This is an optimization exercise on Yosys and OpenROAD, whose aim is small area, not a production implementation. RTL that was checked went through simulation tests only; none was proved equivalent to the original. Function not checked in run 7: the RTL went through the layout flow alone. Power and IR drop assume default switching activity. No driver is modelled on the clock port, so clocking that relies on it looks cheaper here than on a real chip.

### design/flow/config.mk
export PLATFORM = sky130hd
export DESIGN_NAME = canny_top
export DESIGN_NICKNAME = canny_top
export VERILOG_FILES = /design/flow/design.v
export SDC_FILE = /design/flow/constraint.sdc
export NUM_CORES = 8
export LEC_CHECK = 0
export ABC_AREA = 1
export CAP_MARGIN = 20
export CORE_MARGIN = 2
export CORE_UTILIZATION = 65
export GPL_TIMING_DRIVEN = 0
export SLEW_MARGIN = 20
### design/flow/constraint.sdc
create_clock -name core_clock -period 12.0 [get_ports {clk}]
set_input_delay 2.4000 -clock core_clock [delete_from_list [all_inputs] [get_ports {clk}]]
set_output_delay 2.4000 -clock core_clock [all_outputs]
set_load 0.01 [all_outputs]
### design/flow/design.v
`timescale 1ns / 1ps
module sobel_unit (
    input  wire       clk,
    input  wire [7:0] x_top,
    input  wire [7:0] x_mid,
    input  wire [7:0] x_bot,
    output wire [9:0] mh,
    output wire [1:0] cls
);
    function [11:0] rca;
        input [11:0] a, b;
        input        cin;
        integer i;
        reg c;
        begin
            c = cin;
            for (i = 0; i < 12; i = i + 1) begin
                rca[i] = a[i] ^ b[i] ^ c;
                c = (a[i] & b[i]) | (a[i] & c) | (b[i] & c);
            end
        end
    endfunction
    wire [11:0] tb_w  = rca({4'b0, x_top}, {4'b0, x_bot}, 1'b0);
    wire [11:0] an_w  = rca(tb_w, {3'b0, x_mid, 1'b0}, 1'b0);
    wire [9:0]  a_new = an_w[9:0];
    wire [11:0] bn_w  = rca({4'b0, x_bot}, ~{4'b0, x_top}, 1'b1);
    wire [8:0]  b_new = bn_w[8:0];    
    reg [9:0] a1, a2;
    reg [8:1] b1h, b2h;
    always @(posedge clk) begin
        a1 <= a_new; a2 <= a1;
        b1h <= b_new[8:1]; b2h <= b1h;
    end
    wire [8:0] b1 = {b1h, a1[0]};
    wire [8:0] b2 = {b2h, a2[0]};
    wire [11:0] fx_w = rca({2'b0, a_new}, ~{2'b0, a2}, 1'b1);
    wire [10:0] fx   = fx_w[10:0];
    wire [11:0] fy_1 = rca({{3{b2[8]}}, b2}, {{3{b_new[8]}}, b_new}, 1'b0);
    wire [11:0] fy_w = rca(fy_1, {{2{b1[8]}}, b1, 1'b0}, 1'b0);
    wire [10:0] fy   = fy_w[10:0];
    wire [9:0]  ax   = fx[10] ? -fx[9:0] : fx[9:0];
    wire [9:0]  ay   = fy[10] ? -fy[9:0] : fy[9:0];
    wire [11:0] mag_w = rca({2'b0, ax}, {2'b0, ay}, 1'b0);
    assign mh = mag_w[10:1];
    wire        quad = fx[10] ^ fy[10];
    wire [11:0] t1 = rca({4'b0, ax[9:2]}, {5'b0, ax[9:3]}, 1'b0);
    wire [11:0] t2 = rca({7'b0, ax[9:5]}, {9'b0, ax[9:7]}, 1'b0);
    wire [11:0] t3 = rca(t1, t2, 1'b0);
    wire [11:0] d22w = rca({2'b0, ay}, ~t3, 1'b1);            
    wire [11:0] d67w = rca(d22w, ~{2'b0, ax}, 1'b1);          
    assign cls = d22w[11]         ? 2'd0 :
                 d67w[11] ? (quad ? 2'd2 : 2'd1) :
                                   2'd3;
endmodule
`timescale 1ns / 1ps
module canny_top #(
    parameter IMG_W = 256
)(
    input  wire        clk,
    input  wire        rst,
    input  wire [7:0]  pixel_in,
    output wire        out_valid,
    output wire [7:0]  pixel_out
);
    function [11:0] rca;
        input [11:0] a, b;
        input        cin;
        integer i;
        reg c;
        begin
            c = cin;
            for (i = 0; i < 12; i = i + 1) begin
                rca[i] = a[i] ^ b[i] ^ c;
                c = (a[i] & b[i]) | (a[i] & c) | (b[i] & c);
            end
        end
    endfunction
    reg  [7:0] col;
    reg  [2:0] row;
    wire [10:0] cnt = {row, col};
    always @(posedge clk) begin
        if (rst) begin
            col <= 8'd0;
            row <= 3'd0;
        end else begin
            col <= col + 8'd1;
            if (col == 8'd255 && row != 3'd7)
                row <= row + 3'd1;
        end
    end
    reg [8*768-1:0] xc;
    always @(posedge clk)
        xc <= {xc[8*767-1:0], rst ? 8'd0 : pixel_in};    
    localparam [1:0] C_H = 2'd0,    
                     C_D = 2'd1,    
                     C_V = 2'd2,    
                     C_W = 2'd3;    
    wire [9:0] mh_l;
    wire [1:0] cls_l;
    sobel_unit sob_l (
        .clk(clk),
        .x_top(xc[8*513-1 -: 8]), .x_mid(xc[8*257-1 -: 8]), .x_bot(xc[7:0]),
        .mh(mh_l), .cls(cls_l)
    );
    wire [9:0] mh_u;
    wire [1:0] cls_u;
    sobel_unit sob_u (
        .clk(clk),
        .x_top(xc[8*768-1 -: 8]), .x_mid(xc[8*512-1 -: 8]), .x_bot(xc[8*256-1 -: 8]),
        .mh(mh_u), .cls(cls_u)
    );
    wire valid_l_s = (col != 8'd0) && (col != 8'd1);
    wire valid_u_s = (cnt >= 11'd769) && (col != 8'd255) && (col != 8'd0);
    reg [9:0] hl0;
    reg [9:0] hu0, hu1, hu2;
    reg [1:0] zl0, zl1;
    reg [1:0] zu0, zu1, zu2, zu3;
    always @(posedge clk) begin
        if (valid_l_s)
            hl0 <= mh_l;
        if (rst)
            hu0 <= 10'd0;
        else if (valid_u_s)
            hu0 <= mh_u;
        if (valid_l_s)
            zl0 <= cls_l;
        if (valid_u_s)
            zu0 <= cls_u;
        hu1 <= hu0; hu2 <= hu1;
        zl1 <= zl0;
        zu1 <= zu0; zu2 <= zu1; zu3 <= zu2;
    end
    wire l_ge_u1 = hl0 >= hu1;      
    wire u1_ge_l = hu1 >= hl0;
    wire l_ge_u2 = hl0 >= hu2;      
    wire u2_ge_l = hu2 >= hl0;
    wire u0_ge_l = hu0 >= hl0;      
    wire u0_ge_u1 = hu0 >= hu1;     
    wire u1_ge_u0 = hu1 >= hu0;
    reg [1:0] dl_ok;     
    reg       dn_ok;     
    reg       rt_ok;     
    reg [1:0] lt_ok;     
    always @(posedge clk) begin
        dl_ok <= {dl_ok[0], u0_ge_l};
        dn_ok <= u1_ge_l;
        rt_ok <= u1_ge_u0;
        lt_ok <= {lt_ok[0], u0_ge_u1};
    end
    wire up_chk = (zl1 == C_V) ? l_ge_u1 :
                  (zl1 == C_D) ? l_ge_u2 : 1'b1;
    wire [9:0] hq = hu2;        
    reg        chk;
    always @* begin
        case (zu3)              
            C_H:     chk = lt_ok[1] & rt_ok;       
            C_W:     chk = rt_ok & dl_ok[1];       
            C_V:     chk = up_ok & dn_ok;          
            default: chk = up_ok & u2_ge_l;        
        endcase
    end
    wire alive = (cnt == 11'd772) || chk;
    wire       valid_n = (col != 8'd254) && (col != 8'd255) && (cnt >= 11'd772);
    wire [7:0] clip_q  = (hq[9:7] != 3'd0) ? 8'hFF : {hq[6:0], 1'b0};
    wire [7:0] ns_new  = (valid_n && alive) ? clip_q : 8'd0;
    function [15:0] nc_code;
        input [7:0] m, t;
        input       e, u;
        reg   [7:0] te;
        reg         eh;
        begin
            eh = e & t[7] & (t[6:1] != 6'd0);      
            if (t[0])
                te = eh ? 8'hFF : 8'h80;
            else
                te = eh ? {1'b1, t[6:0]} : {1'b0, t[7:1]};
            if (m[0])
                nc_code = {te, 6'b100000, u, 1'b1};
            else
                nc_code = {u, m[7:1], te};
        end
    endfunction
    function nc_sp;                  
        input [15:0] c;
        nc_sp = c[7] & c[0] & (c[6:2] == 5'd0);
    endfunction
    function [7:0] nc_mid;
        input [15:0] c;
        nc_mid = nc_sp(c) ? 8'hFF : {c[14:8], 1'b0};
    endfunction
    reg [7:0] m_r, t_r;
    reg       u_r;
    reg  [16*255-1:0] ncj;
    wire [15:0] ent  = ncj[16*255-1 -: 16];       
    wire        sp   = nc_sp(ent);
    wire [7:0]  te_j = sp ? ent[15:8] : ent[7:0];
    wire [7:0]  n_mid = nc_mid(ent);              
    wire [7:0]  n_top = te_j[7] ? (((te_j[6:0] == 7'd0) || (te_j[6:0] == 7'h7F)) ?
                                   8'hFF : {1'b1, te_j[6:0]}) :
                                  {te_j[6:0], 1'b0};    
    wire        e_j   = te_j[7] & (te_j[6:0] != 7'd0);  
    wire        u_j   = sp ? ent[1] : ent[15];          
    wire [7:0]  n_bot = ns_new;                         
    reg         up_ok;           
    always @(posedge clk) begin
        m_r <= n_bot;
        t_r <= n_mid;
        u_r <= up_chk;
        up_ok <= u_j;
    end
    wire [11:0] s_1 = rca({4'b0, n_top}, {4'b0, n_mid}, 1'b0);
    wire [11:0] s_w = rca(s_1, {4'b0, n_bot}, 1'b0);
    wire [9:0] s_new = s_w[9:0];
    reg  [9:0] s1, s2;
    always @(posedge clk) begin
        s1 <= s_new;
        s2 <= s1;
    end
    wire [11:0] sum_1 = rca({2'b0, s_new}, {2'b0, s1}, 1'b0);
    wire [11:0] sum9 = rca(sum_1, {2'b0, s2}, 1'b0);
    wire [7:0]  din_nx  = (col == 8'd250) ? nc_mid(ncj[16*253-1 -: 16]) : n_mid;
    wire [11:0] din9_nx = rca({1'b0, din_nx, 3'b000}, {4'b0, din_nx}, 1'b0) + 12'd8;
    wire        ge_nx   = (sum9 <= din9_nx);
    reg         is_strong, is_weak;     
    wire valid_l = (col != 8'd251) && (col != 8'd252) && (cnt >= 11'd509);
    reg [7:0]   hc;             
    reg [4:0]   hd;             
    reg [7:0]   hcol;
    reg         wrapped;
    reg         connected;
    wire dout = (col == 8'd253) ? hc[2] : hc[0];
    wire r_col  = (col == 8'd253 || col == 8'd254) ? hd[4] : hd[2];
    wire r_col1 = (col == 8'd253) ? hd[3] : hd[1];
    wire e_new  = is_strong | (is_weak & connected);
    always @(posedge clk) begin
        hc <= {hc[6:0], e_new};
        hd <= {hd[3:0], e_j};
        ncj <= {ncj[16*254-1:0], nc_code(m_r, t_r, e_new, u_r)};
        if (rst) begin
            is_strong <= 1'b0;
            is_weak   <= 1'b0;
        end else if (valid_l) begin
            is_strong <= (din_nx >= 8'd155) && ge_nx;
            is_weak   <= (din_nx >= 8'd130) && ge_nx;
        end
        if (rst) begin
            hcol    <= 8'd0;
            wrapped <= 1'b0;
        end else if (valid_l) begin
            connected <= ((hcol != 8'd0) & dout) |
                         (wrapped & r_col) |
                         (wrapped & (hcol != 8'd255) & r_col1);
            hcol <= hcol + 8'd1;
            if (hcol == 8'd255)
                wrapped <= 1'b1;
        end
    end
    assign out_valid = (cnt >= 11'd515) && (col != 8'd3) && (col != 8'd4);
    assign pixel_out = {8{hc[7]}};
endmodule
### design/flow/flow/run.sh
#!/bin/bash
# Standard layout (the standard.sh), with clock tree synthesis told not to
# add dummy balancing loads and to cluster up to 36 flip-flops per leaf buffer,
# and the port buffers made with the smallest buffer cell.
set -euo pipefail
export CTS_ARGS="-sink_clustering_enable -repair_clock_nets -dont_use_dummy_load -sink_clustering_size 36 -sink_clustering_max_diameter 80"
export BUFFER_PORTS_ARGS="-buffer_cell sky130_fd_sc_hd__buf_1"
bash standard.sh > standard.log 2>&1
### design/flow/standard.sh
#!/bin/bash
# synth_recipe.tcl (not shown) runs the flow's synth.tcl, then flattens the netlist and writes it again
# the make line also repeats each setting of config.mk as NAME=value (left out here)
make -C /OpenROAD-flow-scripts/flow DESIGN_CONFIG=/design/flow/config.mk WORK_HOME=/design/flow/orfs CLKGATE_MAP_FILE= SYNTH_SCRIPT=/design/flow/synth_recipe.tcl "${@:-finish}"
==> flow_summary.json, run 1 <==
{
  "die_h_um": 585,
  "hp-class": "reg -> reg",
  "finalClockSkew_ps": 121,
  "synth_largest_area_cell": "dfxtp_1",
  "port_buffers": 17,
  "ios": 19,
  "post-route-min-period_ps": 11530,
  "clk_latency_ps": 920,
  "yosys-top-cells-count": "dfxtp_1 (10,413), inv_1 (348), nand2_1 (302)",
  "fmax_ghz": 0.0868,
  "first_iter_violations": 2990,
  "startpoint_type": "register",
  "syn2layout_area_growth_pct": 6.57,
  "post-synth-top-count-cell": "dfxtp_1",
  "start_util_pct": 65.2,
  "avgSynthCellArea_um2": 18.4,
  "critPathCaptureType": "register",
  "slew_headroom_pct": 31.2,
  "synth-xor-area-share_pct": 0.235,
  "fin_util_pct": 69.5,
  "first_pass_iters": 5,
  "synth-simple-area-share_pct": 1.09,
  "vias": 71065,
  "synthArstFlopShare_pct": 0,
  "max_slew.worst_pin.slew_ps": 1030,
  "grt_pass1_wl_um": 378000,
  "grt_overflow_total": 0,
  "synthAdderAreaFrac_pct": 2.19,
  "synthesis.nets": 12165,
  "nets": 12528,
  "cts_root_buf": "clkbuf_16",
  "grt_pass1_vias": 72028,
  "regMostFlops": "xc",
  "synth_compound_gate_area_share_pct": 0.448,
  "drt-total-wl_um": 231000,
  "synth.mux.area_fraction_pct": 0,
  "clockBufferDepth": 4,
  "largest_reg_flops": 6144,
  "ys_seq_area_share_pct": 95.4,
  "path_common_cell": "fa_1",
  "cp.arrival_ps": 12140,
  "peakVddDrop_uv": 222,
  "cp_slowest_cell": "fa_1",
  "synth_top_area_share_pct": 95.2,
  "postPlaceCellArea_um2": 225000,
  "vias_per_cell": 4.24,
  "pwr-share-comb_pct": 4.1,
  "drive_gt1_share_pct": 3.74,
  "placeableCoreArea_um2": 336000,
  "ys_seq_elements": 10428,
  "place_congestion": 0.791,
  "cp_max_fo": 10,
  "syn_area_um2": 219000,
  "drc": 0,
  "slew_violations": 0,
  "cts_tree": "done",
  "antenna_left": 0,
  "final-setup-viol-count": 0,
  "rows": 213,
  "fin_area_um2": 233000,
  "wl_per_cell_um": 13.8,
  "die_area_um2": 342000,
  "holdBufCountCts": 0,
  "hold_viol": 0,
  "crit_type": "reg -> reg",
  "synth_edf_count": 15,
  "ys.flop_type": "dfxtp_1",
  "seqPwrFrac_pct": 68.3,
  "power_density_nw_per_um2": 218,
  "synth_top_cells_by_area": "dfxtp_1 (95%), fa_1 (1.5%), ha_1 (0.65%)",
  "cts_sinks": 10428,
  "htreeDepth": 5,
  "grt_antenna_before_repair": 13,
  "maxCapViolations": 0,
  "clkTransAtPathRegs_ps": 120,
  "fin_crit_sh_pct": 96.1,
  "cts_buffers": 337,
  "yosysUniqueCellTypes": 54,
  "grt_start_max_net_pins": 37,
  "die_w_um": 585,
  "tns_ps": 0,
  "cpPeakStageDelay_ps": 570,
  "synth_top_family_by_area": "adder cells",
  "syn_inst": 11873,
  "switching_share_pct": 20.0,
  "p_switching_uw": 10200,
  "crit_required_ps": 12610,
  "rsz0062_at_grt": "no",
  "grt.total_usage_pct": 13.5,
  "fill_cells": 20936,
  "detailed_place_hpwl_um": 123000,
  "p_leak_uw": 0.0935,
  "internal_power_uw": 40800,
  "yosysWarningCount": 2,
  "largestRegisters": "xc: 6144 flops, ncj: 4080 flops",
  "outcome": "timing/DRC/antenna clean",
  "p_clk_share_pct": 27.6
}
==> per-layer routing <==
metal | up-vias | GRT usage [%] | routed length (µm)
li1 | 36602 | - | -
met1 | 33497 | 21.3 | 125000
met2 | 609 | 19.4 | 92200
met3 | 357 | 2.48 | 8480
met4 | 0 | 3.23 | 5030
met5 | - | 0 | 0
==> metrics by stage <==
stage / instances / power [µW] / hold slack [ps] / setup WS, ps
2_1_floorplan: 11873 / 37100 / 310 / 781
3_3_place_gp: 16405 / 37800 / 309 / -994
3_5_place_dp: 16407 / 37700 / 312 / -849
4_1_cts: 16747 / 51500 / 254 / 2.20
5_1_grt: 16752 / 53000 / 249 / 6.13
6_report: 16757 / 51000 / 248 / 474
==> power groups by stage <==
| stage | clock (µW) | sequential, µW | combinational, µW |
|---|---|---|---|
| floorplan | 0 | 35600 | 1560 |
| detailed placement | 0 | 35600 | 2140 |
| global placement | 0 | 35600 | 2170 |
| CTS | 14500 | 34800 | 2170 |
| finish | 14100 | 34800 | 2110 |
| global route | 15600 | 34800 | 2540 |
==> worst max-delay path: cells and delay by family (launching register included) <==
kind | cells | cell delay, ps
fa+ha+maj | 23 | 9240
simple gates | 6 | 530
compound gates | 1 | 70
buf+inv | 11 | 830
flops | 1 | 380
xor+xnor | 1 | 150
==> final timing paths <==
path	startpoint	to	slack (ps)	depth (start not counted)
hold / removal	xc[6059]	xc[6067]	250	0
setup / recovery	xc[4096]	zl0[0]	470	42
hold reg to reg	xc[6059]	xc[6067]	250	0
setup reg to reg	xc[4096]	zl0[0]	470	42
==> final cells by class <==
class | instances | area (µm²) | area share (%)
sequential | 10428 | 209000 | 89.5
multi-input combinational | 1068 | 8840 | 3.79
clock buffer | 337 | 8430 | 3.61
tap | 4515 | 5650 | 2.42
inverter | 356 | 1340 | 0.575
buffer | 21 | 125 | 0.0536
timing repair buffer | 24 | 116 | 0.0498
antenna | 8 | 20.0 | 0.00858
==> what timing repair did <==
| action | in CTS | in global routing |
|---|---|---|
| endpoints found under the setup margin | 4 | 4 |
| gates resized for setup | 25 | 37 |
| pin swaps | 2 | 6 |
| setup buffers | 3 | 2 |
| endpoints found under the hold margin | 0 | 0 |
| cloned | 0 | 0 |
==> kinds of logic (layout without fill, tap and decap cells) <==
family	count (synthesis)	in the layout
compound gates	175	175
simple gates	553	553
buf+inv	377	738
other cells	0	8
flops	10428	10428
fa+ha+maj	282	282
xor+xnor	58	58
==> cell usage in the layout (no fill, tap or decap), types with 5 or more instances in the layout <==
| cell type | n |
|---|---|
| dfxtp_1 | 10408 |
| inv_1 | 346 |
| clkbuf_16 | 337 |
| nand2_1 | 292 |
| fa_1 | 133 |
| nor2_1 | 120 |
| ha_1 | 114 |
| o21ai_0 | 68 |
| nand3_1 | 60 |
| a21oi_1 | 59 |
| xor2_1 | 36 |
| fa_2 | 35 |
| buf_4 | 18 |
| buf_1 | 17 |
| nand4_1 | 16 |
| xnor2_1 | 16 |
| edfxtp_1 | 15 |
| nand2_2 | 13 |
| nor3_1 | 12 |
| or2_2 | 10 |
| diode_2 | 8 |
| inv_2 | 8 |
| nand3b_1 | 7 |
| o21ai_1 | 7 |
| clkbuf_1 | 6 |
| o21bai_1 | 5 |
| nand3_2 | 5 |
| o22ai_1 | 5 |
==> inputs of run 2 (changes only) <==
--- a/design/flow/design.v
+++ b/design/flow/design.v
@@ -109,14 +109,16 @@
         .x_top(xc[8*768-1 -: 8]), .x_mid(xc[8*512-1 -: 8]), .x_bot(xc[8*256-1 -: 8]),
         .mh(mh_u), .cls(cls_u)
     );
-    wire valid_l_s = (col != 8'd0) && (col != 8'd1);
+    wire valid_l_s = (cnt >= 11'd514) && (col != 8'd0) && (col != 8'd1);
     wire valid_u_s = (cnt >= 11'd769) && (col != 8'd255) && (col != 8'd0);
     reg [9:0] hl0;
     reg [9:0] hu0, hu1, hu2;
     reg [1:0] zl0, zl1;
     reg [1:0] zu0, zu1, zu2, zu3;
     always @(posedge clk) begin
-        if (valid_l_s)
+        if (rst)
+            hl0 <= 10'd0;
+        else if (valid_l_s)
             hl0 <= mh_l;
         if (rst)
             hu0 <= 10'd0;
==> design/flow/flow/run.sh (replaced) <==
#!/bin/bash
# Standard layout (the standard.sh), with clock tree synthesis told not to
# add dummy balancing loads and to cluster up to 38 flip-flops per leaf buffer,
# and the port buffers made with the smallest buffer cell.
set -euo pipefail
export CTS_ARGS="-sink_clustering_enable -repair_clock_nets -dont_use_dummy_load -sink_clustering_size 38 -sink_clustering_max_diameter 80"
export BUFFER_PORTS_ARGS="-buffer_cell sky130_fd_sc_hd__buf_1"
bash standard.sh > standard.log 2>&1
==> run 2 against run 1 <==
- critical endpoint is now zu0[0]
- non-clock buffer count down 2
- largest cell class unchanged
- global-route usage down 0.38 points
- sequential share of layout area up 0.085 points
- largest power group unchanged
==> flow_summary.json, run 2 <==
{
  "ios": 19,
  "start_util_pct": 65.2,
  "first_iter_violations": 3237,
  "startpoint": "xc[2040]",
  "dp_cells": 16436,
  "crit_type": "reg -> reg",
  "crit_required_ps": 12590,
  "yosysWarningCount": 2,
  "ys.flop_type": "dfxtp_1",
  "hp-class": "reg -> reg",
  "seq_area_um2": 209000,
  "clockBufferDepth": 4,
  "fmax_ghz": 0.0879,
  "fill_cells": 21210,
  "power_uw": 50500,
  "vias_per_cell": 4.21,
  "grt_overflow_total": 0,
  "slew_headroom_pct": 34.9,
  "die_w_um": 585,
  "htreeDepth": 5,
  "peakVddDrop_uv": 331,
  "layout_common_cells": "dfxtp_1 (10,420), inv_1 (339), clkbuf_16 (322)",
  "multiInputGateArea_um2": 9040,
  "p_leak_uw": 0.0933,
  "synthArstFlopShare_pct": 0,
  "synth_edf_count": 5,
  "outcome": "timing/DRC/antenna clean",
  "cts_tree": "done",
  "hold_ws_ps": 242,
  "syn_inst": 11903,
  "wl_per_cell_um": 13.5,
  "maxCapViolations": 0,
  "tns_ps": 0,
  "cts_root_buf": "clkbuf_16",
  "hold_start": "ncj[12]",
  "mostFrequentLayoutCell": "dfxtp_1",
  "drt-total-wl_um": 226000,
  "cts_sinks": 10428,
  "die_h_um": 585,
  "critPathCaptureType": "register",
  "path_common_cell": "fa_1",
  "largest_reg_flops": 6144,
  "cts_buffers": 322,
  "detailed_place_hpwl_um": 120000,
  "power_density_nw_per_um2": 217,
  "post-route-min-period_ps": 11370,
  "yosys-top-cells-count": "dfxtp_1 (10,423), inv_1 (340), nand2_1 (309)",
  "clkTransAtPathRegs_ps": 120,
  "reg2reg_from": "xc[2040]",
  "grt_pass1_vias": 70942,
  "cp.arrival_ps": 11970,
  "die_area_um2": 342000,
  "clk_latency_ps": 950,
  "grt_pass1_wl_um": 370000,
  "vias": 70498,
  "avgSynthCellArea_um2": 18.4,
  "yosysUniqueCellTypes": 59,
  "largestRegisters": "xc: 6144 flops, ncj: 4080 flops",
  "max_slew.worst_pin.slew_ps": 977,
  "grt.total_usage_pct": 13.1,
  "rsz0062_at_grt": "no",
  "rows": 213,
  "synth_top_area_share_pct": 95.2,
  "drive_gt1_share_pct": 3.54,
  "cpPeakStageDelay_ps": 570,
  "grt_antenna_before_repair": 10,
  "post-synth-top-count-cell": "dfxtp_1",
  "ys_seq_area_share_pct": 95.3,
  "antenna_left": 0,
  "cp_slowest_cell": "fa_2",
  "startpoint_type": "register",
  "first_pass_iters": 5,
  "slew_violations": 0,
  "grt_start_max_net_pins": 39,
  "hold_viol": 0,
  "fin_crit_sh_pct": 94.8,
  "syn2layout_area_growth_pct": 6.36,
  "syn_area_um2": 219000,
  "placeableCoreArea_um2": 336000,
  "nets": 12540,
  "synth_top_cells_by_area": "dfxtp_1 (95%), fa_1 (1.5%), ha_1 (0.65%)",
  "layout.cells.non_filler": 16763,
  "drc": 0,
  "finalClockSkew_ps": 155,
  "cp_max_fo": 10,
  "ys_seq_elements": 10428,
  "final-setup-viol-count": 0,
  "regMostFlops": "xc",
  "port_buffers": 18,
  "place_congestion": 0.734,
  "synthesis.nets": 12195,
  "synth_largest_area_cell": "dfxtp_1"
}
==> run 2: repair_timing <==
| action | in CTS | in global routing |
|---|---|---|
| hold buffers | 0 | 0 |
| buffers inserted | 2 | 1 |
| pin swaps | 2 | 3 |
| resized for setup | 8 | 42 |
| endpoints found under the setup margin | 4 | 4 |
==> run 2: critical path, delay by kind of cell (launching register included) <==
family / cells / cell delay, ps
AND/OR/NAND/NOR: 7 / 530
AO/OA/AOI/OAI: 1 / 70
XOR/XNOR: 1 / 160
adder cells (fa/ha/maj): 23 / 9140
buffers and inverters: 10 / 800
flip-flops: 1 / 380
==> run 2: metal layers <==
layer	up-vias	GRT usage (%)	wire (µm)
li1	36665	-	-
met1	32929	21.4	127000
met2	500	18.2	85900
met3	404	1.93	6620
met4	0	3.87	6050
met5	-	0	0
==> run 2: cells by family (layout without fill, tap and decap cells) <==
| family | Yosys count | count (layout) | synth area share [%] |
|---|---|---|---|
| fa+ha+maj | 282 | 282 | 2.19 |
| flops | 10428 | 10428 | 95.3 |
| xor+xnor | 59 | 59 | 0.248 |
| other cells | 0 | 2 | 0 |
| compound gates | 196 | 196 | 0.503 |
| buf+inv | 372 | 715 | 0.658 |
| simple gates | 566 | 566 | 1.13 |
==> run 2: stage by stage <==
stage / cell area (µm²) / setup WS, ps / util [%]
floorplan: 219000 / 873 / -
global placement: 225000 / -130 / 66.9
detailed placement: 225000 / -213 / 66.9
CTS: 233000 / 4.26 / 69.3
global route: 233000 / 7.51 / 69.4
finish: 233000 / 627 / 69.4
==> run 2: where the power goes <==
group / switching (µW) / leakage [µW] / total [µW] / internal [µW]
Clock: 8890 / 0.00397 / 13800 / 4910
Combinational: 1160 / 0.00526 / 2000 / 840
Sequential: 24.3 / 0.0841 / 34700 / 34700
==> run 2: worst paths after layout <==
kind | depth (start not counted) | slack, ps | endpoint
max | 42 | 630 | zu0[0]
min | 0 | 240 | ncj[28]
max reg2reg | 42 | 630 | zu0[0]
min reg2reg | 0 | 240 | ncj[28]
==> run 2: layout make-up <==
| cell class | instances | area share (%) |
|---|---|---|
| Inverter | 350 | 0.565 |
| Tap cell | 4515 | 2.42 |
| Timing Repair Buffer | 21 | 0.0386 |
| Clock buffer | 322 | 3.46 |
| Antenna cell | 2 | 0.00215 |
| Sequential cell | 10428 | 89.6 |
| Buffer | 22 | 0.0564 |
| Multi-Input combinational cell | 1103 | 3.88 |
==> inputs of run 3 (changes only) <==
--- a/design/flow/config.mk
+++ b/design/flow/config.mk
@@ -9,5 +9,6 @@
 export CAP_MARGIN = 20
 export CORE_MARGIN = 2
 export CORE_UTILIZATION = 65
+export GPL_ROUTABILITY_DRIVEN = 0
 export GPL_TIMING_DRIVEN = 0
 export SLEW_MARGIN = 20
==> run 3 against run 2 <==
- combinational power shrank 8%
- core utilization down 0.054 points
- cell area is essentially flat
- wire length decreased by 4.7%
- die area stayed put
- global-route usage down 0.62 points
- clock skew down 50 ps
- flip-flop and latch count unchanged
- count of clock-buffer cells in the layout down 4
- clock power is essentially flat
- register-to-register slack worse by 160 ps
- cell count about the same
- highest routed layer unchanged
==> flow_summary.json, run 3 <==
{
  "wl_met1_um": 122000,
  "antenna_left": 0,
  "maxCapViolations": 0,
  "slew_violations": 0,
  "die_area_um2": 342000,
  "synth-xor-area-share_pct": 0.248,
  "mostFrequentLayoutCell": "dfxtp_1",
  "cts_buffers": 318,
  "first_iter_violations": 3291,
  "layout_common_cells": "dfxtp_1 (10,420), inv_1 (339), clkbuf_16 (318)",
  "clk_latency_ps": 930,
  "ys.flop_type": "dfxtp_1",
  "post-synth-top-count-cell": "dfxtp_1",
  "synth.mux.area_fraction_pct": 0,
  "tns_ps": 0,
  "finalClockSkew_ps": 105,
  "ios": 19,
  "cp.arrival_ps": 12160,
  "cpPeakStageDelay_ps": 580,
  "fin_util_pct": 69.3,
  "synth_top_family_by_area": "adder cells",
  "syn_inst": 11903,
  "drive_gt1_share_pct": 3.36,
  "first_pass_iters": 5,
  "path_common_cell": "fa_1",
  "cts_root_buf": "clkbuf_16",
  "syn2layout_area_growth_pct": 6.28,
  "cts_sinks": 10428,
  "max_slew.worst_pin.slew_ps": 851,
  "synthAdderAreaFrac_pct": 2.19,
  "htreeDepth": 5,
  "port_buffers": 18,
  "hp-class": "reg -> reg",
  "startpoint_type": "register",
  "die_h_um": 585,
  "cp_max_fo": 10,
  "clkTransAtPathRegs_ps": 120,
  "rr_endpoint": "zu0[1]",
  "clockBufferDepth": 4,
  "hold_viol": 0,
  "final-setup-viol-count": 0,
  "synth_top_area_share_pct": 95.2,
  "synthesis.nets": 12195,
  "crit_type": "reg -> reg",
  "yosysUniqueCellTypes": 59,
  "synth_largest_area_cell": "dfxtp_1",
  "synthArstFlopShare_pct": 0,
  "cts_tree": "done",
  "drt-total-wl_um": 215000,
  "critPathCaptureType": "register",
  "rsz0062_at_grt": "no",
  "rr_worst_depth": 42,
  "power_density_nw_per_um2": 216,
  "whs_endpoint": "xc[2080]",
  "p_leak_uw": 0.0933,
  "wl_per_cell_um": 12.8,
  "grt_antenna_before_repair": 13,
  "nets": 12534,
  "vias_per_cell": 4.24,
  "met2_length_um": 79600,
  "regMostFlops": "xc",
  "route.top_layer_used": "met4",
  "syn_area_um2": 219000,
  "slew_headroom_pct": 43.3,
  "largest_reg_flops": 6144,
  "grt_pass1_wl_um": 356000,
  "ys_seq_area_share_pct": 95.3,
  "holdPathStages": 0,
  "grt.total_usage_pct": 12.5,
  "die_w_um": 585,
  "grt_start_max_net_pins": 39,
  "detailed_place_hpwl_um": 114000,
  "hold_start": "xc[2072]",
  "fmax_ghz": 0.0867,
  "rows": 213,
  "synth-simple-area-share_pct": 1.13,
  "cp_slowest_cell": "fa_2",
  "start_util_pct": 65.2,
  "grt_pass1_vias": 70615,
  "largestRegisters": "xc: 6144 flops, ncj: 4080 flops",
  "outcome": "timing/DRC/antenna clean",
  "ys_seq_elements": 10428,
  "synth_compound_gate_area_share_pct": 0.503,
  "peakVddDrop_uv": 339,
  "crit_required_ps": 12630,
  "vias": 70996,
  "avgSynthCellArea_um2": 18.4,
  "placeableCoreArea_um2": 336000,
  "synth_top_cells_by_area": "dfxtp_1 (95%), fa_1 (1.5%), ha_1 (0.65%)",
  "dr_wl_met3_um": 6880,
  "r2r_slack_ps": 470,
  "synth_edf_count": 5,
  "fin_crit_sh_pct": 96.1,
  "yosys-top-cells-count": "dfxtp_1 (10,423), inv_1 (340), nand2_1 (309)",
  "post-route-min-period_ps": 11530,
  "grt_overflow_total": 0,
  "reg2reg_from": "xc[2040]",
  "yosysWarningCount": 2,
  "drc": 0
}
-- run 3: power by group --
part | internal [µW] | switching (µW) | leakage [µW]
registers | 34700 | 23.0 | 0.0841
logic | 795 | 1040 | 0.00523
clock network | 4860 | 8850 | 0.00392
total | 40400 | 9910 | 0.0933
-- run 3: metal layers --
layer	up-vias	GRT usage (%)
met5	-	0
met4	0	4.25
met3	446	1.86
met2	670	17.0
met1	33216	20.4
li1	36664	-
-- run 3: cell type report --
| type | count | area [µm²] |
|---|---|---|
| flip-flops and latches | 10428 | 209000 |
| fillers | 21647 | 103000 |
| multi-input cells | 1103 | 8970 |
| clock buffers | 318 | 7960 |
| well taps | 4515 | 5650 |
| inverters | 350 | 1320 |
| plain buffers | 22 | 131 |
| repair buffers | 19 | 75.1 |
| diodes | 3 | 7.51 |
-- run 3: stage by stage --
step	setup WS, ps	instances	power [µW]	hold slack [ps]	area [µm²]
6_report	471	16758	50300	245	233000
5_1_grt	4.36	16756	52200	249	233000
4_1_cts	21.2	16754	50700	246	233000
3_5_place_dp	53.3	16436	37300	312	225000
3_3_place_gp	138	16436	37300	309	225000
2_1_floorplan	873	11903	36900	310	219000
-- run 3: kinds of logic (layout without fill, tap and decap cells) --
kind of cell               Yosys count  count (layout)
AOI/OAI and AO/OA                  196             196
xor gates and xnor gates            59              59
adders and majority gates          282             282
buffers and inverters              372             709
DFF                              10428           10428
other                                0               3
and+or+nand+nor                    566             566
-- run 3: worst max-delay path by stage --
stage	slack, ps	start	to
after floorplan	870	xc[0]	zl0[0]
after global routing	4	xc[2040]	zu0[1]
final	470	xc[2040]	zu0[1]
after CTS	20	xc[0]	zl0[0]
after detailed placement	50	xc[0]	zl0[0]
after global placement	140	xc[0]	zl0[0]
-- run 3: worst max-delay path, delay by kind of cell, from the launching register on --
family	cells	cell delay (ps)
AOI/OAI and AO/OA	1	80
and+or+nand+nor	7	540
buffers and inverters	10	810
adders and majority gates	23	9310
xor gates and xnor gates	1	150
DFF	1	360
-- run 3: what timing repair did --
item                                    in CTS  in global routing
pin swaps                                    0                  2
setup buffers                                0                  1
endpoints found under the setup margin       1                  4
gates resized for setup                      1                 28
hold buffers                                 0                  0
endpoints found under the hold margin        0                  0
==> inputs of run 4 (changes only) <==
--- a/design/flow/design.v
+++ b/design/flow/design.v
@@ -109,16 +109,14 @@
         .x_top(xc[8*768-1 -: 8]), .x_mid(xc[8*512-1 -: 8]), .x_bot(xc[8*256-1 -: 8]),
         .mh(mh_u), .cls(cls_u)
     );
-    wire valid_l_s = (cnt >= 11'd514) && (col != 8'd0) && (col != 8'd1);
+    wire valid_l_s = (col != 8'd0) && (col != 8'd1);
     wire valid_u_s = (cnt >= 11'd769) && (col != 8'd255) && (col != 8'd0);
     reg [9:0] hl0;
     reg [9:0] hu0, hu1, hu2;
     reg [1:0] zl0, zl1;
     reg [1:0] zu0, zu1, zu2, zu3;
     always @(posedge clk) begin
-        if (rst)
-            hl0 <= 10'd0;
-        else if (valid_l_s)
+        if (valid_l_s)
             hl0 <= mh_l;
         if (rst)
             hu0 <= 10'd0;
==> run 4 against run 3 <==
- sequential power is essentially flat
- sequential share of layout area increased by 0.061 points
- largest power group unchanged
- flip-flop and latch count stayed put
- global-route usage up 0.10 points
- setup slack worse by 17 ps
- die area hardly changed
- wire length is 0.68% higher
- synthesized cell count is 0.25% lower
==> flow_summary.json, run 4 <==
{
  "outcome": "timing/DRC/antenna clean",
  "switching_share_pct": 19.9,
  "fin_area_um2": 233000,
  "postPlaceCellArea_um2": 225000,
  "synth_edf_count": 15,
  "clockBufferDepth": 4,
  "seqPwrFrac_pct": 68.9,
  "p_switching_uw": 10000,
  "start_util_pct": 65.2,
  "r2r_slack_ps": 450,
  "drive_gt1_share_pct": 3.45,
  "cp_slowest_cell": "fa_2",
  "yosysWarningCount": 2,
  "ys.flop_type": "dfxtp_1",
  "port_buffers": 17,
  "ys_seq_area_share_pct": 95.4,
  "vias_per_cell": 4.27,
  "cts_sinks": 10428,
  "synth_top_area_share_pct": 95.2,
  "synthArstFlopShare_pct": 0,
  "wl_per_cell_um": 12.9,
  "detailed_place_hpwl_um": 116000,
  "hp-class": "reg -> reg",
  "startpoint": "xc[4096]",
  "fill_cells": 21803,
  "grt.total_usage_pct": 12.6,
  "path_common_cell": "fa_1",
  "mostFrequentLayoutCell": "dfxtp_1",
  "holdBufCountCts": 0,
  "synth_top_cells_by_area": "dfxtp_1 (95%), fa_1 (1.5%), ha_1 (0.65%)",
  "grt_start_max_net_pins": 39,
  "slew_violations": 0,
  "syn_area_um2": 219000,
  "finalClockSkew_ps": 78.4,
  "post-route-min-period_ps": 11550,
  "fin_crit_sh_pct": 96.2,
  "die_w_um": 585,
  "cts_tree": "done",
  "post-synth-top-count-cell": "dfxtp_1",
  "cts_buffers": 318,
  "drc": 0,
  "regMostFlops": "xc",
  "max_slew.worst_pin.slew_ps": 937,
  "largestRegisters": "xc: 6144 flops, ncj: 4080 flops",
  "die_area_um2": 342000,
  "p_clk_share_pct": 27.1,
  "clkTransAtPathRegs_ps": 120,
  "htreeDepth": 5,
  "power_density_nw_per_um2": 217,
  "cp.arrival_ps": 12220,
  "placeableCoreArea_um2": 336000,
  "crit_type": "reg -> reg",
  "p_leak_uw": 0.0932,
  "holdPathStages": 0,
  "first_pass_iters": 6,
  "rr_worst_depth": 43,
  "grt_pass1_wl_um": 359000,
  "grt_overflow_total": 0,
  "crit_path_end": "zl0[0]",
  "avgSynthCellArea_um2": 18.4,
  "maxCapViolations": 0,
  "syn2layout_area_growth_pct": 6.31,
  "cpPeakStageDelay_ps": 580,
  "fmax_ghz": 0.0866,
  "final-setup-viol-count": 0,
  "ys_seq_elements": 10428,
  "hold_viol": 0,
  "yosysUniqueCellTypes": 54,
  "vias": 71447,
  "grt_pass1_vias": 71393,
  "rr_endpoint": "zl0[0]",
  "drt-total-wl_um": 216000,
  "first_iter_violations": 3250,
  "antenna_left": 0,
  "largest_reg_flops": 6144,
  "clk_latency_ps": 940,
  "nets": 12505,
  "peakVddDrop_uv": 239,
  "syn_inst": 11873,
  "reg2reg_from": "xc[4096]",
  "grt_antenna_before_repair": 11,
  "crit_required_ps": 12680,
  "cts_root_buf": "clkbuf_16",
  "hold_start": "xc[6098]",
  "die_h_um": 585,
  "slew_headroom_pct": 37.5,
  "internal_power_uw": 40500,
  "rows": 213,
  "synth_largest_area_cell": "dfxtp_1",
  "startpoint_type": "register",
  "ios": 19,
  "layout_common_cells": "dfxtp_1 (10,408), inv_1 (347), clkbuf_16 (318)",
  "yosys-top-cells-count": "dfxtp_1 (10,413), inv_1 (348), nand2_1 (302)",
  "tns_ps": 0,
  "critPathCaptureType": "register",
  "pwr-share-comb_pct": 4.0,
  "synthesis.nets": 12165,
  "cp_max_fo": 10
}
==> run 4: changes by cell type after synthesis, moves of 3 or more <==
cell      before    now
o21ai_1       10      7
nand3_1       53     60
nand2_2       10      4
nor3b_1        3      0
inv_1        340    348
nand2_1      309    302
a211oi_1       7      4
o21ai_0       80     68
dfxtp_1    10423  10413
edfxtp_1       5     15
==> run 4: per-layer routing <==
layer	GRT usage, %	wire length, µm
met1	20.3	119000
met2	17.4	83200
met3	1.99	7660
met4	4.11	6570
met5	0	0
==> run 4: worst min path at each step <==
stage	endpoint	slack (ps)
5_1_grt	xc[159]	280
3_3_place_gp	ncj[1653]	310
6_report	xc[6106]	280
2_1_floorplan	dl_ok[1]	310
4_1_cts	xc[3058]	280
3_5_place_dp	ncj[2136]	310
==> run 4: power by group through the flow <==
stage | sequential, µW | combinational (µW) | clock [µW]
finish | 34800 | 2040 | 13700
global route | 34800 | 2370 | 15300
CTS | 34800 | 1990 | 14200
detailed placement | 35600 | 1990 | 0
global placement | 35600 | 1950 | 0
floorplan | 35600 | 1560 | 0
==> run 4: through the flow <==
stage	total power [µW]	worst slack (ps)	instances	hold slack [ps]	utilization, %
3_3_place_gp	37500	-14.4	16405	309	66.9
5_1_grt	52500	-19.2	16728	279	69.3
4_1_cts	51000	20.5	16725	280	69.3
2_1_floorplan	37100	781	11873	310	-
3_5_place_dp	37600	-272	16406	312	66.9
6_report	50500	454	16734	280	69.3
==> run 4: layout make-up <==
| cell class | count | area (µm²) | area share, % |
|---|---|---|---|
| buffer | 21 | 125 | 0.0537 |
| antenna | 8 | 20.0 | 0.00860 |
| timing repair buffer | 20 | 86.3 | 0.0371 |
| clock buffer | 318 | 7960 | 3.42 |
| inverter | 356 | 1340 | 0.575 |
| sequential | 10428 | 209000 | 89.7 |
| multi-input combinational | 1068 | 8790 | 3.77 |
| tap | 4515 | 5650 | 2.43 |
==> run 4: cell families after synthesis <==
kind of cell | count (synthesis) | synth area share, %
buffers and inverters | 377 | 0.667
AO/OA/AOI/OAI | 175 | 0.448
XOR/XNOR | 58 | 0.235
adder cells (fa/ha/maj) | 282 | 2.19
AND/OR/NAND/NOR | 553 | 1.09
flip-flops | 10428 | 95.4
==> run 4: repair_timing <==
| action | 4_1_cts | 5_1_grt |
|---|---|---|
| endpoints found under the setup margin | 4 | 4 |
| buffers inserted | 1 | 1 |
| pin swaps | 1 | 4 |
| resized for setup | 14 | 33 |
==> run 4: worst max-delay path, delay by kind of cell (launching register included) <==
kind,cells,cell delay (ps)
adders and majority gates,24,9300
buffers and inverters,12,920
and+or+nand+nor,6,590
DFF,1,380
AOI/OAI and AO/OA,1,70
==> inputs of run 5 (changes only) <==
--- a/design/flow/design.v
+++ b/design/flow/design.v
@@ -5,7 +5,8 @@
     input  wire [7:0] x_mid,
     input  wire [7:0] x_bot,
     output wire [9:0] mh,
-    output wire [1:0] cls
+    output wire [1:0] cls,
+    output wire       quad
 );
     function [11:0] rca;
         input [11:0] a, b;
@@ -42,7 +43,7 @@
     wire [9:0]  ay   = fy[10] ? -fy[9:0] : fy[9:0];
     wire [11:0] mag_w = rca({2'b0, ax}, {2'b0, ay}, 1'b0);
     assign mh = mag_w[10:1];
-    wire        quad = fx[10] ^ fy[10];
+    assign quad = fx[10] ^ fy[10];
     wire [11:0] t1 = rca({4'b0, ax[9:2]}, {5'b0, ax[9:3]}, 1'b0);
     wire [11:0] t2 = rca({7'b0, ax[9:5]}, {9'b0, ax[9:7]}, 1'b0);
     wire [11:0] t3 = rca(t1, t2, 1'b0);
@@ -96,24 +97,24 @@
                      C_V = 2'd2,    
                      C_W = 2'd3;    
     wire [9:0] mh_l;
-    wire [1:0] cls_l;
+    wire       quad_l;
     sobel_unit sob_l (
         .clk(clk),
         .x_top(xc[8*513-1 -: 8]), .x_mid(xc[8*257-1 -: 8]), .x_bot(xc[7:0]),
-        .mh(mh_l), .cls(cls_l)
+        .mh(mh_l), .cls(), .quad(quad_l)
     );
     wire [9:0] mh_u;
     wire [1:0] cls_u;
     sobel_unit sob_u (
         .clk(clk),
         .x_top(xc[8*768-1 -: 8]), .x_mid(xc[8*512-1 -: 8]), .x_bot(xc[8*256-1 -: 8]),
-        .mh(mh_u), .cls(cls_u)
+        .mh(mh_u), .cls(cls_u), .quad()
     );
     wire valid_l_s = (col != 8'd0) && (col != 8'd1);
     wire valid_u_s = (cnt >= 11'd769) && (col != 8'd255) && (col != 8'd0);
     reg [9:0] hl0;
     reg [9:0] hu0, hu1, hu2;
-    reg [1:0] zl0, zl1;
+    reg       ql0, ql1;
     reg [1:0] zu0, zu1, zu2, zu3;
     always @(posedge clk) begin
         if (valid_l_s)
@@ -123,11 +124,11 @@
         else if (valid_u_s)
             hu0 <= mh_u;
         if (valid_l_s)
-            zl0 <= cls_l;
+            ql0 <= quad_l;
         if (valid_u_s)
             zu0 <= cls_u;
         hu1 <= hu0; hu2 <= hu1;
-        zl1 <= zl0;
+        ql1 <= ql0;
         zu1 <= zu0; zu2 <= zu1; zu3 <= zu2;
     end
     wire l_ge_u1 = hl0 >= hu1;      
@@ -147,8 +148,7 @@
         rt_ok <= u1_ge_u0;
         lt_ok <= {lt_ok[0], u0_ge_u1};
     end
-    wire up_chk = (zl1 == C_V) ? l_ge_u1 :
-                  (zl1 == C_D) ? l_ge_u2 : 1'b1;
+    wire up_chk = ql1 ? l_ge_u1 : l_ge_u2;
     wire [9:0] hq = hu2;        
     reg        chk;
     always @* begin
==> run 5 against run 4 <==
- count of clock-buffer cells in the layout fell by 2
- cell area fell by 0.60%
- worst hold slack got worse by 20 ps
- critical path depth fell by 1
- wire length fell by 2.4%
==> flow_summary.json, run 5 <==
{
  "slew_headroom_pct": 46.6,
  "synth_top_area_share_pct": 95.6,
  "route.top_layer_used": "met4",
  "synth_top_cells_by_area": "dfxtp_1 (96%), fa_1 (1.5%), ha_1 (0.60%)",
  "antenna_left": 0,
  "start_util_pct": 65.3,
  "slew_violations": 0,
  "hp-class": "reg -> reg",
  "cpPeakStageDelay_ps": 580,
  "synth_largest_area_cell": "dfxtp_1",
  "worst_slack_ps": 496,
  "largest_reg_flops": 6144,
  "htreeDepth": 5,
  "grt_pass1_vias": 68805,
  "cp.arrival_ps": 12120,
  "wl_per_cell_um": 12.9,
  "cp_slowest_cell": "fa_2",
  "critPathCaptureType": "register",
  "post-synth-top-count-cell": "dfxtp_1",
  "rows": 212,
  "startpoint_type": "register",
  "syn_inst": 11658,
  "ios": 19,
  "crit_required_ps": 12610,
  "mostFrequentLayoutCell": "dfxtp_1",
  "post-route-min-period_ps": 11500,
  "grt_start_max_net_pins": 39,
  "synth_compound_gate_area_share_pct": 0.452,
  "die_area_um2": 340000,
  "final-setup-viol-count": 0,
  "synthArstFlopShare_pct": 0,
  "synth-simple-area-share_pct": 0.842,
  "power_uw": 48800,
  "hold_viol": 0,
  "synth_top_family_by_area": "adder cells",
  "clk_latency_ps": 930,
  "cts_tree": "done",
  "first_iter_violations": 3463,
  "detailed_place_hpwl_um": 111000,
  "cts_buffers": 316,
  "synthesis.nets": 11931,
  "outcome": "timing/DRC/antenna clean",
  "finalClockSkew_ps": 76.8,
  "yosys-top-cells-count": "dfxtp_1 (10,412), inv_1 (299), nand2_1 (210)",
  "nets": 12269,
  "synth.mux.area_fraction_pct": 0,
  "placeableCoreArea_um2": 334000,
  "dr_wl_met3_um": 7020,
  "crit_type": "reg -> reg",
  "syn2layout_area_growth_pct": 6.23,
  "ys_seq_area_share_pct": 95.8,
  "clkTransAtPathRegs_ps": 120,
  "clockBufferDepth": 4,
  "regMostFlops": "xc",
  "power_density_nw_per_um2": 211,
  "die_h_um": 583,
  "ys_seq_elements": 10426,
  "peakVddDrop_uv": 163,
  "synth-xor-area-share_pct": 0.220,
  "maxCapViolations": 0,
  "vias": 69547,
  "die_w_um": 583,
  "drive_gt1_share_pct": 3.22,
  "layout_common_cells": "dfxtp_1 (10,410), clkbuf_16 (316), inv_1 (299)",
  "yosysWarningCount": 2,
  "syn_area_um2": 218000,
  "port_buffers": 18,
  "wl_met1_um": 120000,
  "met2_length_um": 77700,
  "grt.total_usage_pct": 12.3,
  "vias_per_cell": 4.24,
  "cp_max_fo": 10,
  "first_pass_iters": 6,
  "largestRegisters": "xc: 6144 flops, ncj: 4080 flops",
  "synthAdderAreaFrac_pct": 2.06,
  "tns_ps": 0,
  "grt_pass1_wl_um": 349000,
  "grt_overflow_total": 0,
  "synth_edf_count": 14,
  "fill_cells": 21499,
  "avgSynthCellArea_um2": 18.7,
  "grt_antenna_before_repair": 8,
  "cts_sinks": 10426,
  "cts_root_buf": "clkbuf_16",
  "fin_crit_sh_pct": 95.9,
  "max_slew.worst_pin.slew_ps": 801,
  "ys.flop_type": "dfxtp_1",
  "post-place-ws_ps": 20.0,
  "yosysUniqueCellTypes": 56,
  "rsz0062_at_grt": "no",
  "drt-total-wl_um": 211000,
  "path_common_cell": "fa_1",
  "hold_ws_ps": 260,
  "drc": 0,
  "fmax_ghz": 0.0869,
  "p_leak_uw": 0.0925
}
## run 5: per-layer routing
metal | track usage [%] | vias up
met4 | 4.05 | 0
met3 | 1.88 | 432
li1 | - | 35951
met1 | 20.3 | 32561
met5 | 0 | -
met2 | 16.6 | 603
## run 5: power breakdown
| group | switching [µW] | total, µW | internal (µW) |
|---|---|---|---|
| Sequential | 31.4 | 34800 | 34700 |
| Clock | 8830 | 13700 | 4830 |
| Combinational | 224 | 384 | 159 |
## run 5: worst max-delay path, delay by kind of cell, from the launching register on
kind,cells,cell delay (ps)
AND/OR/NAND/NOR,6,480
buffers and inverters,11,790
AO/OA/AOI/OAI,1,80
XOR/XNOR,1,150
flip-flops,1,370
adder cells (fa/ha/maj),23,9310
## run 5: final timing paths
check / from / endpoint / slack, ps / cells past startpoint
worst max-delay path: xc[2040] / zu0[0] / 500 / 42
worst min-delay path: xc[2153] / xc[2161] / 260 / 0
worst max register to register: xc[2040] / zu0[0] / 500 / 42
worst min register to register: xc[2153] / xc[2161] / 260 / 0
## run 5: repair_timing
action	4_1_cts	5_1_grt
setup buffers	0	1
hold buffers	0	0
endpoints found under the setup margin	2	2
gates resized for setup	2	13
gates cloned	0	0
pin swaps	0	3
## run 5: cell type report
type	instances	area (µm²)	area share [%]
flip-flops and latches	10426	209000	90.2
inverters	308	1160	0.499
well taps	4387	5490	2.37
repair buffers	20	82.6	0.0357
plain buffers	20	129	0.0557
clock buffers	316	7910	3.42
multi-input cells	904	7840	3.38
diodes	14	35.0	0.0151
## run 5: through the flow
stage	utilization (%)	instance area [µm²]	instances
3_5_place_dp	67.0	224000	16064
2_1_floorplan	-	218000	11658
3_3_place_gp	67.0	223000	16063
6_report	69.4	231000	16395
5_1_grt	69.4	231000	16382
4_1_cts	69.4	231000	16380
## run 5: cells by family after synthesis
| family | count (synthesis) |
|---|---|
| adder cells (fa/ha/maj) | 263 |
| flip-flops | 10426 |
| AO/OA/AOI/OAI | 172 |
| XOR/XNOR | 54 |
| buffers and inverters | 328 |
| AND/OR/NAND/NOR | 415 |
==> inputs of run 6 (changes only) <==
==> design/flow/flow/run.sh (replaced) <==
#!/bin/bash
# Standard layout (the standard.sh), with clock tree synthesis told not to
# add dummy balancing loads and to cluster up to 36 flip-flops per leaf buffer,
# and the port buffers made with the smallest buffer cell.
set -euo pipefail
export CTS_ARGS="-sink_clustering_enable -repair_clock_nets -dont_use_dummy_load -sink_clustering_size 36 -sink_clustering_max_diameter 80"
export BUFFER_PORTS_ARGS="-buffer_cell sky130_fd_sc_hd__buf_1"
bash standard.sh > standard.log 2>&1
==> run 6 against run 5 <==
- setup slack better by 1.7 ps
- core utilization grew 0.11 points
- cell area grew 0.16%
- non-clock buffer count unchanged
- sequential share of layout area decreased by 0.14 points
- wire length grew 0.17%
- largest power group unchanged
- sequential power hardly changed
- worst hold slack lost 6.0 ps
- count of clock-buffer cells in the layout increased by 15
- die area unchanged
- critical path type unchanged
- cell count is essentially flat
==> flow_summary.json, run 6 <==
{
  "grt_start_max_net_pins": 37,
  "synth_top_cells_by_area": "dfxtp_1 (96%), fa_1 (1.5%), ha_1 (0.60%)",
  "vias": 69674,
  "crit_required_ps": 12610,
  "p_clk_share_pct": 28.3,
  "fmax_ghz": 0.0869,
  "fin_crit_sh_pct": 95.9,
  "grt_overflow_total": 0,
  "cpPeakStageDelay_ps": 580,
  "cp.arrival_ps": 12120,
  "tns_ps": 0,
  "final-setup-viol-count": 0,
  "grt_antenna_before_repair": 7,
  "outcome": "timing/DRC/antenna clean",
  "path_common_cell": "fa_1",
  "slew_violations": 0,
  "regMostFlops": "xc",
  "p_leak_uw": 0.0927,
  "switching_share_pct": 18.6,
  "htreeDepth": 5,
  "cts_sinks": 10426,
  "layout_common_cells": "dfxtp_1 (10,410), clkbuf_16 (331), inv_1 (299)",
  "hold_viol": 0,
  "port_buffers": 18,
  "postPlaceCellArea_um2": 224000,
  "pwr-share-comb_pct": 0.8,
  "post-place-ws_ps": 20.0,
  "nets": 12284,
  "maxCapViolations": 0,
  "rsz0062_at_grt": "no",
  "yosysUniqueCellTypes": 56,
  "p_switching_uw": 9130,
  "die_w_um": 583,
  "fin_area_um2": 232000,
  "finalClockSkew_ps": 78.1,
  "cp_slowest_cell": "fa_2",
  "syn_inst": 11658,
  "ys.flop_type": "dfxtp_1",
  "internal_power_uw": 39900,
  "first_iter_violations": 3253,
  "vias_per_cell": 4.25,
  "syn_area_um2": 218000,
  "post-synth-top-count-cell": "dfxtp_1",
  "grt_pass1_vias": 69096,
  "synth_largest_area_cell": "dfxtp_1",
  "synth_top_area_share_pct": 95.6,
  "critPathCaptureType": "register",
  "synthesis.nets": 11931,
  "synthArstFlopShare_pct": 0,
  "antenna_left": 0,
  "die_h_um": 583,
  "holdBufCountCts": 0,
  "first_pass_iters": 8,
  "mostFrequentLayoutCell": "dfxtp_1",
  "cp_max_fo": 10,
  "cts_root_buf": "clkbuf_16",
  "largest_reg_flops": 6144,
  "drt-total-wl_um": 212000,
  "startpoint_type": "register",
  "grt.total_usage_pct": 12.4,
  "crit_type": "reg -> reg",
  "grt_pass1_wl_um": 350000,
  "post-route-min-period_ps": 11500,
  "largestRegisters": "xc: 6144 flops, ncj: 4080 flops",
  "clkTransAtPathRegs_ps": 120,
  "ys_seq_elements": 10426,
  "power_density_nw_per_um2": 212,
  "drive_gt1_share_pct": 3.34,
  "worst_slack_ps": 497,
  "synth_edf_count": 14,
  "syn2layout_area_growth_pct": 6.40,
  "yosys-top-cells-count": "dfxtp_1 (10,412), inv_1 (299), nand2_1 (210)",
  "peakVddDrop_uv": 145,
  "cts_tree": "done",
  "die_area_um2": 340000,
  "ios": 19,
  "drc": 0,
  "power_uw": 49100,
  "clk_latency_ps": 930,
  "avgSynthCellArea_um2": 18.7,
  "wl_per_cell_um": 12.9,
  "seqPwrFrac_pct": 70.9,
  "placeableCoreArea_um2": 334000,
  "ys_seq_area_share_pct": 95.8,
  "detailed_place_hpwl_um": 111000,
  "rows": 212,
  "clockBufferDepth": 4,
  "cts_buffers": 331,
  "hp-class": "reg -> reg",
  "max_slew.worst_pin.slew_ps": 807,
  "slew_headroom_pct": 46.2,
  "yosysWarningCount": 2,
  "start_util_pct": 65.3
}
-- run 6: cell types whose count changed in the layout (fill, tap and decap cells not counted), sizes merged --
cell,previous run,this run
diode,14,12
clkbuf,322,337
-- run 6: cell type report --
cell class	count	area [µm²]
Sequential cell	10426	209000
Fill cell	21494	102000
Multi-Input combinational cell	904	7840
Tap cell	4387	5490
Timing Repair Buffer	20	82.6
Antenna cell	12	30.0
Clock buffer	331	8280
Buffer	20	129
Inverter	308	1160
-- run 6: worst paths after layout --
| check | start | endpoint | slack, ps | cells past startpoint |
|---|---|---|---|---|
| min | xc[2153] | xc[2161] | 250 | 0 |
| max reg2reg | xc[2040] | zu0[1] | 500 | 42 |
| min reg2reg | xc[2153] | xc[2161] | 250 | 0 |
| max | xc[2040] | zu0[1] | 500 | 42 |
-- run 6: kinds of logic (layout without fill, tap and decap cells) --
| kind of cell | after synthesis | count (layout) | synth area share (%) |
|---|---|---|---|
| buffers and inverters | 328 | 679 | 0.588 |
| flip-flops | 10426 | 10426 | 95.8 |
| other | 0 | 12 | 0 |
| adder cells (fa/ha/maj) | 263 | 263 | 2.06 |
| XOR/XNOR | 54 | 54 | 0.220 |
| AND/OR/NAND/NOR | 415 | 415 | 0.842 |
| AO/OA/AOI/OAI | 172 | 172 | 0.452 |
-- run 6: critical path, delay by kind of cell (launching register included) --
kind | cells | cell delay (ps)
AND/OR/NAND/NOR | 6 | 490
buffers and inverters | 11 | 790
AO/OA/AOI/OAI | 1 | 80
adder cells (fa/ha/maj) | 23 | 9310
flip-flops | 1 | 370
XOR/XNOR | 1 | 150
-- run 6: metrics by stage --
step / hold WS [ps] / cells / utilization (%)
after floorplan: 310 / 11658 / -
after detailed placement: 312 / 16064 / 67.0
final: 254 / 16408 / 69.5
after CTS: 254 / 16395 / 69.5
after global placement: 309 / 16063 / 67.0
after global routing: 253 / 16397 / 69.5
-- run 6: power by group through the flow --
stage	Clock, µW	Sequential, µW	Combinational (µW)
after floorplan	0	35500	280
after global placement	0	35600	380
after detailed placement	0	35600	388
after CTS	14400	34800	390
after global routing	15500	34800	448
final	13900	34800	385
-- run 6: timing repair --
action                                  4_1_cts  5_1_grt
endpoints found under the setup margin        2        2
pin swaps                                     0        3
resized for setup                             2       13
setup buffers                                 0        1
-- run 6: metal layers --
layer	vias to the layer above	wire, µm	global-route usage, %
li1	35988	-	-
met1	32621	120000	20.3
met2	634	78100	16.6
met3	431	6710	1.88
met4	0	6620	4.19
met5	-	0	0
==> inputs of run 7 (changes only) <==
--- a/design/flow/design.v
+++ b/design/flow/design.v
@@ -81,7 +81,7 @@
     wire [10:0] cnt = {row, col};
     always @(posedge clk) begin
         if (rst) begin
-            col <= 8'd0;
+            col <= 8'd1;
             row <= 3'd0;
         end else begin
             col <= col + 8'd1;
@@ -89,9 +89,9 @@
                 row <= row + 3'd1;
         end
     end
-    reg [8*768-1:0] xc;
+    reg [8*767-1:0] xc;
     always @(posedge clk)
-        xc <= {xc[8*767-1:0], rst ? 8'd0 : pixel_in};    
+        xc <= {xc[8*766-1:0], rst ? 8'd0 : pixel_in};    
     localparam [1:0] C_H = 2'd0,    
                      C_D = 2'd1,    
                      C_V = 2'd2,    
@@ -100,14 +100,14 @@
     wire       quad_l;
     sobel_unit sob_l (
         .clk(clk),
-        .x_top(xc[8*513-1 -: 8]), .x_mid(xc[8*257-1 -: 8]), .x_bot(xc[7:0]),
+        .x_top(xc[8*512-1 -: 8]), .x_mid(xc[8*256-1 -: 8]), .x_bot(pixel_in),
         .mh(mh_l), .cls(), .quad(quad_l)
     );
     wire [9:0] mh_u;
     wire [1:0] cls_u;
     sobel_unit sob_u (
         .clk(clk),
-        .x_top(xc[8*768-1 -: 8]), .x_mid(xc[8*512-1 -: 8]), .x_bot(xc[8*256-1 -: 8]),
+        .x_top(xc[8*767-1 -: 8]), .x_mid(xc[8*511-1 -: 8]), .x_bot(xc[8*255-1 -: 8]),
         .mh(mh_u), .cls(cls_u), .quad()
     );
     wire valid_l_s = (col != 8'd0) && (col != 8'd1);
@@ -223,7 +223,7 @@
     wire        ge_nx   = (sum9 <= din9_nx);
     reg         is_strong, is_weak;     
     wire valid_l = (col != 8'd251) && (col != 8'd252) && (cnt >= 11'd509);
-    reg [7:0]   hc;             
+    reg [8:0]   hc;             
     reg [4:0]   hd;             
     reg [7:0]   hcol;
     reg         wrapped;
@@ -233,7 +233,7 @@
     wire r_col1 = (col == 8'd253) ? hd[3] : hd[1];
     wire e_new  = is_strong | (is_weak & connected);
     always @(posedge clk) begin
-        hc <= {hc[6:0], e_new};
+        hc <= {hc[7:0], e_new};
         hd <= {hd[3:0], e_j};
         ncj <= {ncj[16*254-1:0], nc_code(m_r, t_r, e_new, u_r)};
         if (rst) begin
@@ -255,6 +255,6 @@
                 wrapped <= 1'b1;
         end
     end
-    assign out_valid = (cnt >= 11'd515) && (col != 8'd3) && (col != 8'd4);
-    assign pixel_out = {8{hc[7]}};
+    assign out_valid = (cnt >= 11'd516) && (col != 8'd4) && (col != 8'd5);
+    assign pixel_out = {8{hc[8]}};
 endmodule
==> design/flow/flow/run.sh (replaced) <==
#!/bin/bash
# Standard layout (the standard.sh), with clock tree synthesis told not to
# add dummy balancing loads and to cluster up to 38 flip-flops per leaf buffer,
# and the port buffers made with the smallest buffer cell.
set -euo pipefail
export CTS_ARGS="-sink_clustering_enable -repair_clock_nets -dont_use_dummy_load -sink_clustering_size 38 -sink_clustering_max_diameter 80"
export BUFFER_PORTS_ARGS="-buffer_cell sky130_fd_sc_hd__buf_1"
bash standard.sh > standard.log 2>&1
==> run 7 against run 6 <==
- still clean
- worst hold slack improved by 36 ps
- fmax fell by 0.55%
- cell area fell by 0.19%
- highest routed layer unchanged
==> flow_summary.json, run 7 <==
{
  "wl_per_cell_um": 13.2,
  "reg2reg_from": "xc[2032]",
  "htreeDepth": 5,
  "cts_tree": "done",
  "synth_edf_count": 14,
  "grt_antenna_before_repair": 17,
  "largest_reg_flops": 6136,
  "synth_top_cells_by_area": "dfxtp_1 (96%), fa_1 (1.5%), ha_1 (0.60%)",
  "clk_latency_ps": 950,
  "syn2layout_area_growth_pct": 6.22,
  "final-setup-viol-count": 0,
  "slew_headroom_pct": 41.6,
  "maxCapViolations": 0,
  "yosysWarningCount": 2,
  "finalClockSkew_ps": 72.6,
  "hold_ws_ps": 290,
  "synthArstFlopShare_pct": 0,
  "crit_buf_inv": 4,
  "tns_ps": 0,
  "syn_inst": 11685,
  "startpoint_type": "input port",
  "slew_violations": 0,
  "ys_seq_elements": 10419,
  "synth_top_area_share_pct": 95.6,
  "nets": 12295,
  "drive_gt1_share_pct": 3.19,
  "grt_start_max_net_pins": 39,
  "peakVddDrop_uv": 174,
  "post-place-ws_ps": -533,
  "vias_per_cell": 4.27,
  "cts_root_buf": "clkbuf_16",
  "grt_pass1_wl_um": 356000,
  "post-route-min-period_ps": 11570,
  "cp.arrival_ps": 12200,
  "drc": 0,
  "placeableCoreArea_um2": 333000,
  "worst_slack_ps": 434,
  "synthesis.nets": 11958,
  "clockBufferDepth": 4,
  "yosysUniqueCellTypes": 52,
  "grt_overflow_total": 0,
  "seq_area_um2": 209000,
  "fmax_ghz": 0.0865,
  "hp-class": "reg -> reg",
  "critPathCaptureType": "register",
  "avgSynthCellArea_um2": 18.6,
  "syn_area_um2": 218000,
  "port_buffers": 17,
  "path_delay_family": "adder cells",
  "startpoint": "pixel_in[0]",
  "ys_seq_area_share_pct": 95.8,
  "ios": 19,
  "layout_common_cells": "dfxtp_1 (10,403), inv_1 (322), clkbuf_16 (316)",
  "first_pass_iters": 5,
  "detailed_place_hpwl_um": 117000,
  "p_leak_uw": 0.0924,
  "start_util_pct": 65.3,
  "grt_pass1_vias": 69553,
  "grt.total_usage_pct": 12.7,
  "max_slew.worst_pin.slew_ps": 876,
  "vias": 70094,
  "cpPeakStageDelay_ps": 560,
  "hold_viol": 0,
  "die_h_um": 583,
  "crit_required_ps": 12630,
  "antenna_left": 0,
  "ys.flop_type": "dfxtp_1",
  "post-synth-top-count-cell": "dfxtp_1",
  "path_common_cell": "fa_1",
  "fill_cells": 21486,
  "die_area_um2": 340000,
  "outcome": "timing/DRC/antenna clean",
  "mostFrequentLayoutCell": "dfxtp_1",
  "cts_sinks": 10419,
  "drt-total-wl_um": 216000,
  "largestRegisters": "xc: 6136 flops, ncj: 4080 flops",
  "crit_type": "in -> reg",
  "power_density_nw_per_um2": 211,
  "regMostFlops": "xc",
  "cp_max_fo": 9,
  "first_iter_violations": 3404,
  "cts_buffers": 316,
  "clkTransAtPathRegs_ps": 120,
  "rows": 212,
  "yosys-top-cells-count": "dfxtp_1 (10,405), inv_1 (323), nand2_1 (203)",
  "multiInputGateArea_um2": 7850,
  "hold_start": "ncj[1248]",
  "r2r_slack_ps": 480,
  "die_w_um": 583,
  "synth_largest_area_cell": "dfxtp_1",
  "cp_slowest_cell": "fa_1",
  "fin_crit_sh_pct": 96.4
}
-- run 7: changes by cell type after synthesis, sizes merged, moves of 4 or more --
cell / delta
nand3b: +4
nor2: +15
dfxtp: -7
o21ai: +11
inv: +20
nand3: +8
nand2: -7
nand4: +4
-- run 7: cell families (layout without fill, tap and decap cells) --
kind of cell | after synthesis | after routing | share of synthesized area, %
other cells | 0 | 9 | 0
simple gates | 434 | 434 | 0.876
buf+inv | 349 | 684 | 0.623
fa+ha+maj | 263 | 263 | 2.06
flops | 10419 | 10419 | 95.8
compound gates | 170 | 170 | 0.438
xor+xnor | 50 | 50 | 0.208
-- run 7: layout make-up --
| cell class | instances | area share, % |
|---|---|---|
| clock buffer | 316 | 3.42 |
| sequential | 10419 | 90.2 |
| antenna | 9 | 0.00973 |
| tap | 4387 | 2.37 |
| buffer | 19 | 0.0519 |
| multi-input combinational | 917 | 3.39 |
| timing repair buffer | 19 | 0.0341 |
| inverter | 330 | 0.536 |
-- run 7: where the power goes --
group / leakage (µW) / internal, µW / switching, µW
Sequential: 0.0841 / 34700 / 28.7
Combinational: 0.00440 / 146 / 217
Clock: 0.00389 / 4830 / 8820
-- run 7: layer usage --
layer,GRT usage (%),share of wire (%)
met1,20.6,56
met2,17.5,38
met3,2.06,3.2
met4,3.74,2.9
met5,0,0
-- run 7: worst paths after layout --
check,end,cells past startpoint
max,hl0[8],29
min,ncj[1264],0
max reg2reg,zu0[0],42
min reg2reg,ncj[1264],0
-- run 7: stage by stage --
stage	total power, µW	instance area [µm²]	utilization (%)	std cells
6_report	48800	231000	69.4	16416
5_1_grt	50400	231000	69.4	16408
4_1_cts	49300	231000	69.4	16406
3_5_place_dp	35900	223000	67.0	16089
3_3_place_gp	35900	223000	67.0	16089
2_1_floorplan	35800	218000	-	11685
-- run 7: timing repair --
item / in CTS / in global routing
buffers inserted: 1 / 1
gates cloned: 0 / 0
pin swaps: 0 / 1
endpoints found under the setup margin: 2 / 2
hold buffers: 0 / 0
resized for setup: 5 / 13
endpoints found under the hold margin: 0 / 0

[afterwards: timing with drivers on the ports]
How much do the figures lean on ideal ports? The routed layouts below were timed once more, with nothing changed but the port constraints.
Step 1 sets driving cells, clkbuf_16 on the clock port and buf_2 on the other inputs (assumed; they add their load-dependent delay and slew).
Step 2 also shifts input and output timing later by t, the mid clock arrival at the registers, as if the neighbouring blocks saw the same clock.
Three values: ideal, step 1, step 2; two values: the first two.
run | shift t [ns] | setup WS [ns] | worst setup path at the end | worst register clock-pin slew, ns
run 1 | 0.975 | 0.474 / 0.474 / 0.474 | register to register | 0.12 / 0.12
run 2 | 0.972 | 0.627 / 0.627 / 0.627 | register to register | 0.13 / 0.13
run 3 | 0.978 | 0.471 / 0.471 / 0.471 | register to register | 0.12 / 0.12
run 4 | 0.994 | 0.454 / 0.454 / 0.454 | register to register | 0.13 / 0.13
run 5 | 0.997 | 0.496 / 0.496 / 0.496 | register to register | 0.12 / 0.12
run 6 | 0.994 | 0.497 / 0.497 / 0.497 | register to register | 0.12 / 0.12
run 7 | 1.006 | 0.434 / 0.481 / -0.501 | input to register | 0.13 / 0.13
Met with ideal ports but missed after step 2: setup timing in run 7. For run 7, which loses most, drivers alone change the setup slack by +0.047 ns; drivers and shift together by -0.935 ns.
